Context: an optimization exercise on an open-source flow, tuned for small area and a short achievable clock period. The choices shown serve that exercise and are no tape-out recipe. RTL that was checked went through simulation tests only; none was proved equivalent to the original. The flow treats the clock pin as an ideal source, which a real chip does not have. Power figures rest on the tool's default switching activity, not on a simulated workload.

==> job 3746 <==
## SingleCycleMIPS
module SingleCycleMIPS(
    clk,
    rst_n,
    IR_addr,
    IR,
    ReadDataMem,
    CEN,
    WEN,
    A,
    Data2Mem,
    OEN
);
    input         clk, rst_n;
    input  [31:0] IR;
    output [31:0] IR_addr;
    input  [31:0] ReadDataMem;
    output        CEN;
    output        WEN;
    output [6:0]  A;
    output [31:0] Data2Mem;
    output        OEN;
    wire [5:0]  op     = IR[31:26];
    wire [4:0]  rs     = IR[25:21];
    wire [4:0]  rt     = IR[20:16];
    wire [4:0]  rd     = IR[15:11];
    wire [4:0]  shamt  = IR[10:6];
    wire [5:0]  funct  = IR[5:0];
    wire [31:0] se     = {{16{IR[15]}}, IR[15:0]};
    wire rtype   = ~(op[5] | op[3] | op[2] | op[1]);
    wire is_sw   = op[5] & op[3];
    wire is_lw   = op[5] & ~op[3];
    wire is_addi = ~op[5] & op[3];
    wire is_br   = ~op[5] & op[2];        
    wire is_jmp  = ~op[5] & op[1];        
    wire is_jal  = is_jmp & op[0];
    wire use_imm = op[5] | op[3];         
    wire f_sll   = ~funct[1];             
    wire f_jr    = rtype & ~funct[5] & funct[3];
  ...
export LEC_CHECK = 0
export CAP_MARGIN = 20
export CORE_MARGIN = 2
export CORE_UTILIZATION = 50
export SLEW_MARGIN = 20
export SYNTH_HIERARCHICAL = 1
create_clock -name core_clock -period 18.0 [get_ports {clk}]
run.sh (not shown) runs the stock make flow with config.mk's settings and CLKGATE_MAP_FILE= SYNTH_SCRIPT=/design/flow/synth_recipe.tcl, a recipe that flattens the netlist after the stock synthesis.
==> job 3425 (differences from job 3746) <==
CORE_UTILIZATION = 65   (was 50)
PLACE_DENSITY = 0.75   (was default)
==> summary.md <==
| Metric | Value |
|---|---|
| Antenna violations before repair | `20` |
| Met3 routed WL | `between 40 and 50 mm` |
| Status | `timing/DRC/antenna clean` |
| Critical path, cell by cell | `clkdlybuf4s50_1 -> nor2b_1 -> and3_1 -> buf_4 -> a222oi_1 -> nand4_1 -> or3_1 -> ha_1 -> nor3_1 -> a211oi_2 -> a21oi_2 -> o21bai_2 -> xor2_1 -> clkdlybuf4s50_1` |
| CP endpoint | `A[4]` |
| Power Combinational | `~0.00084 W` |
| Multi-input combinational area share | `a little under half` |
-- figures above: job 3746

==> summary.md <==
| Metric | Value |
|---|---|
| Status | `timing/DRC/antenna clean` |
| CP endpoint | `A[6]` |
| Critical path, cell by cell | `clkdlybuf4s50_1 -> nor2_1 -> and3_1 -> buf_4 -> a222oi_1 -> nand4_1 -> or3_1 -> ha_1 -> a31o_2 -> a21oi_2 -> o21ai_2 -> a21oi_2 -> xnor2_1 -> clkdlybuf4s50_1` |
| Antenna violations before repair | `17` |
| Multi-input combinational area share | `48.0%` |
| Power Combinational | `approximately 0.00085 W` |
-- figures above: job 3425

No functional check of the RTL was part of any run of this note.

---

==> 09-25 <==
Another version of the RTL of SingleCycleMIPS (not shown whole).
clock: 18.0 ns
lec_check: 0
cap_margin: 20
core_margin: 2
core_utilization: 55
place_density: 0.65
slew_margin: 20
synth_hierarchical: 1
standard.sh (not shown) runs the stock make flow with config.mk's settings and CLKGATE_MAP_FILE= SYNTH_SCRIPT=/design/flow/synth_recipe.tcl, a recipe that flattens the netlist after the stock synthesis.
==> flow/flow/run.sh <==
#!/bin/bash
# Own layout flow: the standard flow (standard.sh, unchanged synthesis)
# with stronger timing repair (a larger setup margin, more repair passes and,
# after global routing, downsizing of gates with slack to spare followed by a
# second repair; see hooks.tcl), plain buffers on the ports and a clock tree
# without dummy loads. Each tool's output goes to the ORFS logs under
# orfs/logs/; make's own output goes to standard.log.
set -euo pipefail
cd "$(dirname "$0")/.."
HOOKS="$PWD/flow/hooks.tcl"
bash standard.sh \
  MATCH_CELL_FOOTPRINT=0 \
  SETUP_SLACK_MARGIN=8.5 \
  RECOVER_POWER=100 \
  "BUFFER_PORTS_ARGS=-buffer_cell sky130_fd_sc_hd__buf_2" \
  "CTS_ARGS=-sink_clustering_enable -repair_clock_nets -dont_use_dummy_load -sink_clustering_size 28 -sink_clustering_max_diameter 90" \
  "PRE_FLOORPLAN_TCL=$HOOKS" "PRE_CTS_TCL=$HOOKS" "PRE_GLOBAL_ROUTE_TCL=$HOOKS" \
  finish > standard.log 2>&1
==> flow/flow/hooks.tcl <==
# Sourced before the floorplan, CTS and global-route steps: the same timing
# repair as ORFS's repair_timing_helper, with more repair passes.
proc repair_timing_helper { args } {
  set additional_args {}
  append_env_var additional_args SETUP_SLACK_MARGIN -setup_margin 1
  append_env_var additional_args HOLD_SLACK_MARGIN -hold_margin 1
  append_env_var additional_args SETUP_MOVE_SEQUENCE -sequence 1
  append_env_var additional_args TNS_END_PERCENT -repair_tns 1
  append_env_var additional_args SKIP_PIN_SWAP -skip_pin_swap 0
  append_env_var additional_args SKIP_GATE_CLONING -skip_gate_cloning 0
  append_env_var additional_args SKIP_BUFFER_REMOVAL -skip_buffer_removal 0
  append_env_var additional_args SKIP_LAST_GASP -skip_last_gasp 0
  append_env_var additional_args SKIP_VT_SWAP -skip_vt_swap 0
  append_env_var additional_args SKIP_CRIT_VT_SWAP -skip_crit_vt_swap 0
  append_env_var additional_args MATCH_CELL_FOOTPRINT -match_cell_footprint 0
  lappend additional_args -max_passes 200
  lappend additional_args {*}$args -verbose
  log_cmd repair_timing {*}$additional_args
}

# In the global-route step, after its timing repair: downsize the gates that
# have slack to spare (recover_power), then repair timing again and legalize.
proc recover_power_helper { } {
  if { $::env(RECOVER_POWER) == 0 } {
    return
  }
  log_cmd repair_timing -recover_power $::env(RECOVER_POWER) \
    -setup_margin $::env(SETUP_SLACK_MARGIN) -verbose
  log_cmd estimate_parasitics -global_routing
  repair_timing_helper
  log_cmd detailed_placement
  check_placement -verbose
}
==> 10-22 (differences from 09-25) <==
--- a/flow/design.v
+++ b/flow/design.v
@@ -306,40 +306,27 @@
 module c_ao22(input a1, a2, b1, b2, output y);  assign y = (a1 & a2) | (b1 & b2);       endmodule
 module c_aoi22(input a1, a2, b1, b2, output y); assign y = ~((a1 & a2) | (b1 & b2));    endmodule
 module c_aoi222(input a1, a2, b1, b2, c1, c2, output y);
     assign y = ~((a1 & a2) | (b1 & b2) | (c1 & c2));
 endmodule
 module c_o21a(input a1, a2, b, output y);   assign y = (a1 | a2) & b;                   endmodule
 module c_ha(input a, b, output s, co);      assign s = a ^ b; assign co = a & b;        endmodule
-module rf_rdbit(input [31:1] s, input [31:1] d, output y);
-    wire [1:0] q;
-    rf_rdq u(.s(s), .d(d), .q(q));
-    c_nand2 r(.a(q[0]), .b(q[1]), .y(y));
-endmodule
-module rf_rdbit2(input [31:1] s, input [31:1] d, output ya, output yb);
-    wire [1:0] q;
-    rf_rdq u(.s(s), .d(d), .q(q));
-    c_nand2 ra(.a(q[0]), .b(q[1]), .y(ya));
-    c_nand2 rb(.a(q[0]), .b(q[1]), .y(yb));
-endmodule
-module rf_rdq(input [31:1] s, input [31:1] d, output [1:0] q);
+module rf_rdbit(input [31:1] s, input [31:1] d, output yn);
     wire [10:0] t;
-    wire [4:0]  o;
+    wire [2:0]  o;
     genvar k;
     generate for (k = 0; k < 10; k = k + 1) begin : g
         c_aoi222 u(.a1(s[3*k+1]), .a2(d[3*k+1]), .b1(s[3*k+2]), .b2(d[3*k+2]),
                    .c1(s[3*k+3]), .c2(d[3*k+3]), .y(t[k]));
     end endgenerate
     c_nand2 u10(.a(s[31]), .b(d[31]), .y(t[10]));
-    generate for (k = 0; k < 4; k = k + 1) begin : h
-        c_nand2 u(.a(t[2*k]), .b(t[2*k+1]), .y(o[k]));
-    end endgenerate
-    c_nand3 n4(.a(t[8]), .b(t[9]), .c(t[10]), .y(o[4]));
-    c_nor3  q0(.a(o[0]), .b(o[1]), .c(o[2]), .y(q[0]));
-    c_nor2  q1(.a(o[3]), .b(o[4]), .y(q[1]));
+    c_nand4 n0(.a(t[0]), .b(t[1]), .c(t[2]), .d(t[3]), .y(o[0]));
+    c_nand4 n1(.a(t[4]), .b(t[5]), .c(t[6]), .d(t[7]), .y(o[1]));
+    c_nand3 n2(.a(t[8]), .b(t[9]), .c(t[10]), .y(o[2]));
+    c_nor3  r (.a(o[0]), .b(o[1]), .c(o[2]), .y(yn));
 endmodule
 module rf_rdbit_fast(input [31:1] s, input [31:1] d, output ya, output yb);
     wire [31:1] t;
     wire [7:0]  o;
     wire [3:0]  q;
     genvar k;
     generate for (k = 1; k < 32; k = k + 1) begin : g
@@ -624,19 +611,20 @@
             c_ao22 h(.a1(we[i]), .a2((i < 16) ? wd[j] : wdb[j]), .b1(wen[i]), .b2(r[i][j]), .y(dn));
             always @(posedge clk) r[i][j] <= dn;
         end
         if (j < 9) begin : g_fast
             rf_rdbit_fast p1(.s(s1f), .d(col), .ya(rd1a[j]), .yb(rd1[j]));
             c_inv         i1(.a(rd1[j]), .y(rd1n[j]));
         end else begin : g_slow
-            rf_rdbit      p1(.s(s1), .d(col), .y(rd1[j]));
-            c_inv         i1(.a(rd1[j]), .y(rd1n[j]));
+            rf_rdbit      p1(.s(s1), .d(col), .yn(rd1n[j]));
+            c_inv         i1(.a(rd1n[j]), .y(rd1[j]));
         end
-        rf_rdbit2 p2(.s(s2), .d(col), .ya(Data2Mem[j]), .yb(rd2[j]));
-        c_inv     i2(.a(rd2[j]), .y(rd2n[j]));
+        rf_rdbit p2(.s(s2), .d(col), .yn(rd2n[j]));
+        c_inv    i2(.a(rd2n[j]), .y(rd2[j]));
+        c_inv    i3(.a(rd2n[j]), .y(Data2Mem[j]));      
     end endgenerate
     wire [31:0] bn, sum, orr, xn;
     wire        eq;
     generate for (j = 0; j < 32; j = j + 1) begin : g_b
         c_aoi222 u(.a1(use_imm), .a2(se[j]), .b1(s_pos), .b2(rd2[j]), .c1(s_neg), .c2(rd2n[j]), .y(bn[j]));
     end endgenerate
     alu_add u_add(.an(rd1n), .bn(bn), .cin(s_neg), .sum(sum), .eq(eq), .orr(orr), .xn(xn));
==> flow/flow/run.sh (replaced) <==
#!/bin/bash
# Own layout flow: the standard flow (standard.sh, unchanged synthesis)
# with stronger timing repair, plain buffers on the ports and a clock tree
# without dummy loads. Each tool's output goes to the ORFS logs under
# orfs/logs/; make's own output goes to standard.log.
set -euo pipefail
cd "$(dirname "$0")/.."
bash standard.sh \
  MATCH_CELL_FOOTPRINT=0 \
  SETUP_SLACK_MARGIN=8 \
  "BUFFER_PORTS_ARGS=-buffer_cell sky130_fd_sc_hd__buf_2" \
  "CTS_ARGS=-sink_clustering_enable -repair_clock_nets -dont_use_dummy_load -sink_clustering_size 28 -sink_clustering_max_diameter 90" \
  finish > standard.log 2>&1
removed: flow/flow/hooks.tcl
==> results.txt <==
Total Die Area: 09-25 0.08857 mm²; 10-22 0.08755 mm²
Clock-cell share of area: 09-25 2.131%; 10-22 2.151%
Floorplan die width: 09-25 297.6 µm; 10-22 295.9 µm
Die Ht: 09-25 297.6 µm; 10-22 295.9 µm
Layout cells sized above 1: 09-25 13.92%; 10-22 13.48%
Worst relative slew slack: 09-25 22.81%; 10-22 12.30%
P_int: 09-25 3585 µW; 10-22 3562 µW
Initial standard-cell utilization of the core: 09-25 55.60%; 10-22 55.30%
Post-layout total power: 09-25 5443 µW; 10-22 5426 µW
Run status: 09-25 finished clean; 10-22 finished clean
RD Place Congestion: 09-25 1.045; 10-22 1.089
Synthesized-area fraction occupied by and/or/nand/nor cells: 09-25 13.24%; 10-22 11.97%
Final #Nets: 09-25 5246; 10-22 4941
Wire length of the first global-routing pass: 09-25 303.8 mm; 10-22 311.5 mm
Post-CTS Resized: 09-25 170; 10-22 90
Via count of the first global-routing pass: 09-25 44670; 10-22 43710
DP Cell Count: 09-25 6170; 10-22 5920
Number of non-clock buffers in the layout: 09-25 367; 10-22 290
Post-Syn Area: 09-25 0.04742 mm²; 10-22 0.04686 mm²
Gate power share: 09-25 25.3%; 10-22 25.2%

## static timing again, ports no longer ideal
Ports are ideal in the flow. The routed layouts listed here were re-timed in OpenROAD. Step 1: set_driving_cell puts a clkbuf_16 on clk and a buf_2 on each other input, an assumption about the parent block. Step 2 also shifts input and output timing later by t, the mid clock arrival at the registers, as if the neighbouring blocks saw the same clock. Three values: no drivers, after step 1, after step 2; two values: the first two.
run	t (ns)	slack for setup (ns)	cell pins on the clock port's net
job 3746	0.795	5.303 / 5.270 / 5.270	1
job 3425	0.767	5.207 / 5.182 / 5.182	1
09-25	0.697	8.407 / 8.316 / 7.961	1
10-22	0.696	7.787 / 7.761 / 7.171	1
After both steps every run listed still meets setup and hold. The setup slack of 10-22, which loses most, moves by -0.026 ns with the drivers and by -0.616 ns with both steps.
